From an optimization exercise on the open Yosys and OpenROAD flow, aimed at small area; shortcuts taken in it are not production practice. Function was checked by simulation only, so behaviour that the tests miss may differ from the original.

==> run K <==
==> flow/design.v <==
module row_decoder (
    input [3:0] addr,
    output [15:0] row_sel
);
    assign row_sel = 16'b1 << addr;
endmodule
module col_decoder (
    input [2:0] addr,
    output [7:0] col_sel
);
    assign col_sel = 8'b1 << addr;
endmodule
module write_driver #(
  parameter Rows = 16,  
  parameter Cols = 8    
)
(
  input we_n,        
  input [Rows-1:0]  row_sel,     
  input [Cols-1:0]  col_sel,     
  input  din,                    
  output do_write,    
  output data_bit      
);
  assign do_write = (~we_n) & (|row_sel) & (|col_sel);
  assign data_bit = din;
endmodule
module mux8to1 (
    input [7:0] din,   
    input [2:0] sel,   
    output dout
);
    assign dout = din[sel];   
endmodule
module sense_amp (
  input  bitline_in,
  output dout
);
  assign dout = bitline_in;  
endmodule
module sram16x8 (
    input clk,
    input rst_n,      
    input we_n,       
    input [6:0] addr,  
    input  din,        
    output dout        
);
    wire [3:0] row_addr = addr[6:3];  
    wire [2:0] col_addr = addr[2:0];  
    wire [15:0] row_sel;
    wire [7:0] col_sel;
    row_decoder u_row_dec (.addr(row_addr), .row_sel(row_sel));
    col_decoder u_col_dec (.addr(col_addr), .col_sel(col_sel));
    reg [7:0] mem [0:15];
    integer i;
    always @(posedge clk) begin
        if (!rst_n) begin
            for (i = 0; i < 16; i = i + 1) mem[i] <= 8'h00;
        end
    end
    wire do_write;
    wire data_bit;
    write_driver #(.Rows(16), .Cols(8)) u_wdrv (
        .we_n(we_n),
        .row_sel(row_sel),
        .col_sel(col_sel),
        .din(din),
        .do_write(do_write),
        .data_bit(data_bit)
  );
    always @(posedge clk) begin
        if (rst_n && do_write) begin
            mem[row_addr][col_addr] <= data_bit;
        end
    end
    wire [7:0] selected_row = mem[row_addr];
    wire mux_out;
    mux8to1 u_mux (.din(selected_row), .sel(col_addr), .dout(mux_out));
    wire sa_out;
    sense_amp u_sa (.bitline_in(mux_out), .dout(sa_out));
    reg dout_r;
    always @(posedge clk) begin
        if (!rst_n) dout_r <= 1'b0;
        else dout_r <= sa_out;  
    end
    assign dout = dout_r;
endmodule
==> flow/run.sh <==
#!/bin/bash
# synth_recipe.tcl (not shown) runs the flow's synth.tcl, then flattens the netlist and writes it again
# the make line also repeats each setting of config.mk as NAME=value (left out here)
make -C /OpenROAD-flow-scripts/flow DESIGN_CONFIG=/design/flow/config.mk WORK_HOME=/design/flow/orfs CLKGATE_MAP_FILE= SYNTH_SCRIPT=/design/flow/synth_recipe.tcl finish
==> flow/config.mk <==
export PLATFORM = sky130hd
export DESIGN_NAME = sram16x8
export DESIGN_NICKNAME = sram16x8
export VERILOG_FILES = /design/flow/design.v
export SDC_FILE = /design/flow/constraint.sdc
export NUM_CORES = 4
export LEC_CHECK = 0
export CAP_MARGIN = 20
export CORE_MARGIN = 2
export CORE_UTILIZATION = 40
export SLEW_MARGIN = 20
==> flow/constraint.sdc <==
create_clock -name core_clock -period 4.0 [get_ports {clk}]
set_input_delay 0.8000 -clock core_clock [delete_from_list [all_inputs] [get_ports {clk}]]
set_output_delay 0.8000 -clock core_clock [all_outputs]
set_load 0.01 [all_outputs]
==> run G (differences from run K) <==
==> flow/design.v (replaced) <==
module write_driver (
    input  q,
    input  r,
    input  cs,
    input  cc,
    output d
);
    assign d = (q | (r & cs)) & ~(r & cc);
endmodule
module rd3 (
    input  [2:0] a,
    input  [2:0] s,
    output y_n
);
    assign y_n = ~((a[0] & s[0]) | (a[1] & s[1]) | (a[2] & s[2]));
endmodule
module rd1 (
    input  a,
    input  s,
    output y_n
);
    assign y_n = ~(a & s);
endmodule
module sram16x8 (
    input clk,
    input rst_n,       
    input we_n,        
    input [6:0] addr,  
    input  din,        
    output dout        
);
    wire [3:0] ra = addr[6:3];
    wire [2:0] ca = addr[2:0];
    wire wr  = ~we_n & rst_n;
    wire [15:0] r;
    wire [7:0] cs, cc;
    genvar i, j;
    generate
        for (i = 0; i < 16; i = i + 1) begin : g_row
            assign r[i] = (ra == i) | ~rst_n;
        end
        for (j = 0; j < 8; j = j + 1) begin : g_col
            assign cs[j] = (ca == j) & wr & din;
            assign cc[j] = ((ca == j) & wr & ~din) | ~rst_n;
        end
    endgenerate
    reg  [127:0] mem;
    wire [127:0] mem_d;
    generate
        for (i = 0; i < 16; i = i + 1) begin : g_r
            for (j = 0; j < 8; j = j + 1) begin : g_c
                write_driver u_w (.q(mem[i*8+j]), .r(r[i]), .cs(cs[j]), .cc(cc[j]), .d(mem_d[i*8+j]));
            end
        end
    endgenerate
    always @(posedge clk) mem <= mem_d;
    wire [7:0] colv_n;
    generate
        for (j = 0; j < 8; j = j + 1) begin : g_rd
            wire [15:0] q;
            wire [5:0] g;
            for (i = 0; i < 16; i = i + 1) begin : g_q
                assign q[i] = mem[i*8+j];
            end
            rd3 u0 (.a(q[2:0]),   .s(r[2:0]),   .y_n(g[0]));
            rd3 u1 (.a(q[5:3]),   .s(r[5:3]),   .y_n(g[1]));
            rd3 u2 (.a(q[8:6]),   .s(r[8:6]),   .y_n(g[2]));
            rd3 u3 (.a(q[11:9]),  .s(r[11:9]),  .y_n(g[3]));
            rd3 u4 (.a(q[14:12]), .s(r[14:12]), .y_n(g[4]));
            rd1 u5 (.a(q[15]),    .s(r[15]),    .y_n(g[5]));
            assign colv_n[j] = &g;
        end
    endgenerate
    reg dout_r;
    always @(posedge clk)
        dout_r <= rst_n & ~colv_n[ca];
    assign dout = dout_r;
endmodule
Settings changed: SYNTH_HIERARCHICAL from default to 1.
==> run A (differences from run K) <==
==> flow/design.v (replaced) <==
module write_driver (
    input  q,
    input  r,
    input  cs,
    input  cc,
    output d
);
    assign d = (q | (r & cs)) & ~(r & cc);
endmodule
module rd3 (
    input  [2:0] a,
    input  [2:0] s,
    output y_n
);
    assign y_n = ~((a[0] & s[0]) | (a[1] & s[1]) | (a[2] & s[2]));
endmodule
module rd1 (
    input  a,
    input  s,
    output y_n
);
    assign y_n = ~(a & s);
endmodule
module sram16x8 (
    input clk,
    input rst_n,       
    input we_n,        
    input [6:0] addr,  
    input  din,        
    output dout        
);
    wire [3:0] ra = addr[6:3];
    wire [2:0] ca = addr[2:0];
    wire wr  = ~we_n & rst_n;
    wire [15:0] r;
    wire [7:0] cs, cc;
    genvar i, j;
    generate
        for (i = 0; i < 16; i = i + 1) begin : g_row
            assign r[i] = (ra == i) | ~rst_n;
        end
        for (j = 0; j < 8; j = j + 1) begin : g_col
            assign cs[j] = (ca == j) & wr & din;
            assign cc[j] = ((ca == j) & wr & ~din) | ~rst_n;
        end
    endgenerate
    reg  [127:0] mem;
    wire [127:0] mem_d;
    generate
        for (i = 0; i < 16; i = i + 1) begin : g_r
            for (j = 0; j < 8; j = j + 1) begin : g_c
                write_driver u_w (.q(mem[i*8+j]), .r(r[i]), .cs(cs[j]), .cc(cc[j]), .d(mem_d[i*8+j]));
            end
        end
    endgenerate
    always @(posedge clk) mem <= mem_d;
    wire [7:0] colv_n;
    generate
        for (j = 0; j < 8; j = j + 1) begin : g_rd
            wire [15:0] q;
            wire [5:0] g;
            for (i = 0; i < 16; i = i + 1) begin : g_q
                assign q[i] = mem[i*8+j];
            end
            rd3 u0 (.a(q[2:0]),   .s(r[2:0]),   .y_n(g[0]));
            rd3 u1 (.a(q[5:3]),   .s(r[5:3]),   .y_n(g[1]));
            rd3 u2 (.a(q[8:6]),   .s(r[8:6]),   .y_n(g[2]));
            rd3 u3 (.a(q[11:9]),  .s(r[11:9]),  .y_n(g[3]));
            rd3 u4 (.a(q[14:12]), .s(r[14:12]), .y_n(g[4]));
            rd1 u5 (.a(q[15]),    .s(r[15]),    .y_n(g[5]));
            assign colv_n[j] = &g;
        end
    endgenerate
    reg dout_r;
    always @(posedge clk)
        dout_r <= rst_n & ~colv_n[ca];
    assign dout = dout_r;
endmodule
Settings changed: CAP_MARGIN 20 to 0, CORE_UTILIZATION 40 to 60, CTS_BUF_LIST from default to sky130_fd_sc_hd__clkbuf_2 sky130_fd_sc_hd__clkbuf_4, CTS_CLUSTER_SIZE from default to 30, SLEW_MARGIN 20 to 0, SYNTH_HIERARCHICAL from default to 1.
==> notes.md <==
In run G the critical path depth is higher than in run K, by 2.
First-iteration DRC count, lowest first: run G, run K, run A.
Between run A and run G, the lower global-route usage is in run G (gap 8.5 points).
Utilization: run K is lower than run G (5.3 points).

[afterwards: timing with drivers on the ports]
The flow's constraints put no driver on any port. The routed layouts listed below were extracted and timed again, unchanged, in two steps. Step 1 (the two cells are an assumption about what drives the block):
set clk [get_ports {clk}]
set_driving_cell -lib_cell sky130_fd_sc_hd__clkbuf_16 $clk
set_driving_cell -lib_cell sky130_fd_sc_hd__buf_2 [delete_from_list [all_inputs] $clk]
Step 2 adds t to the input delays and takes it off the output delays; t is the mean of the earliest and latest rising clock arrival at the registers after step 1. Input paths then give back, and output paths get back, about the clock's delay inside the block. Three values: no drivers, after step 1, after step 2; two values: the first two.
run | shift t [ns] | setup WS [ns] | worst slew at a driven data input, ns
run K | 0.465 | 1.229 / 1.249 / 0.785 | 0.04
run G | 0.461 | 1.063 / 1.076 / 0.615 | 0.04
run A | 0.536 | 1.275 / 1.273 / 0.736 | 0.03
After both steps every run listed still meets setup and hold. For run A, which loses most, drivers alone change the setup slack by -0.002 ns; drivers and shift together by -0.539 ns.
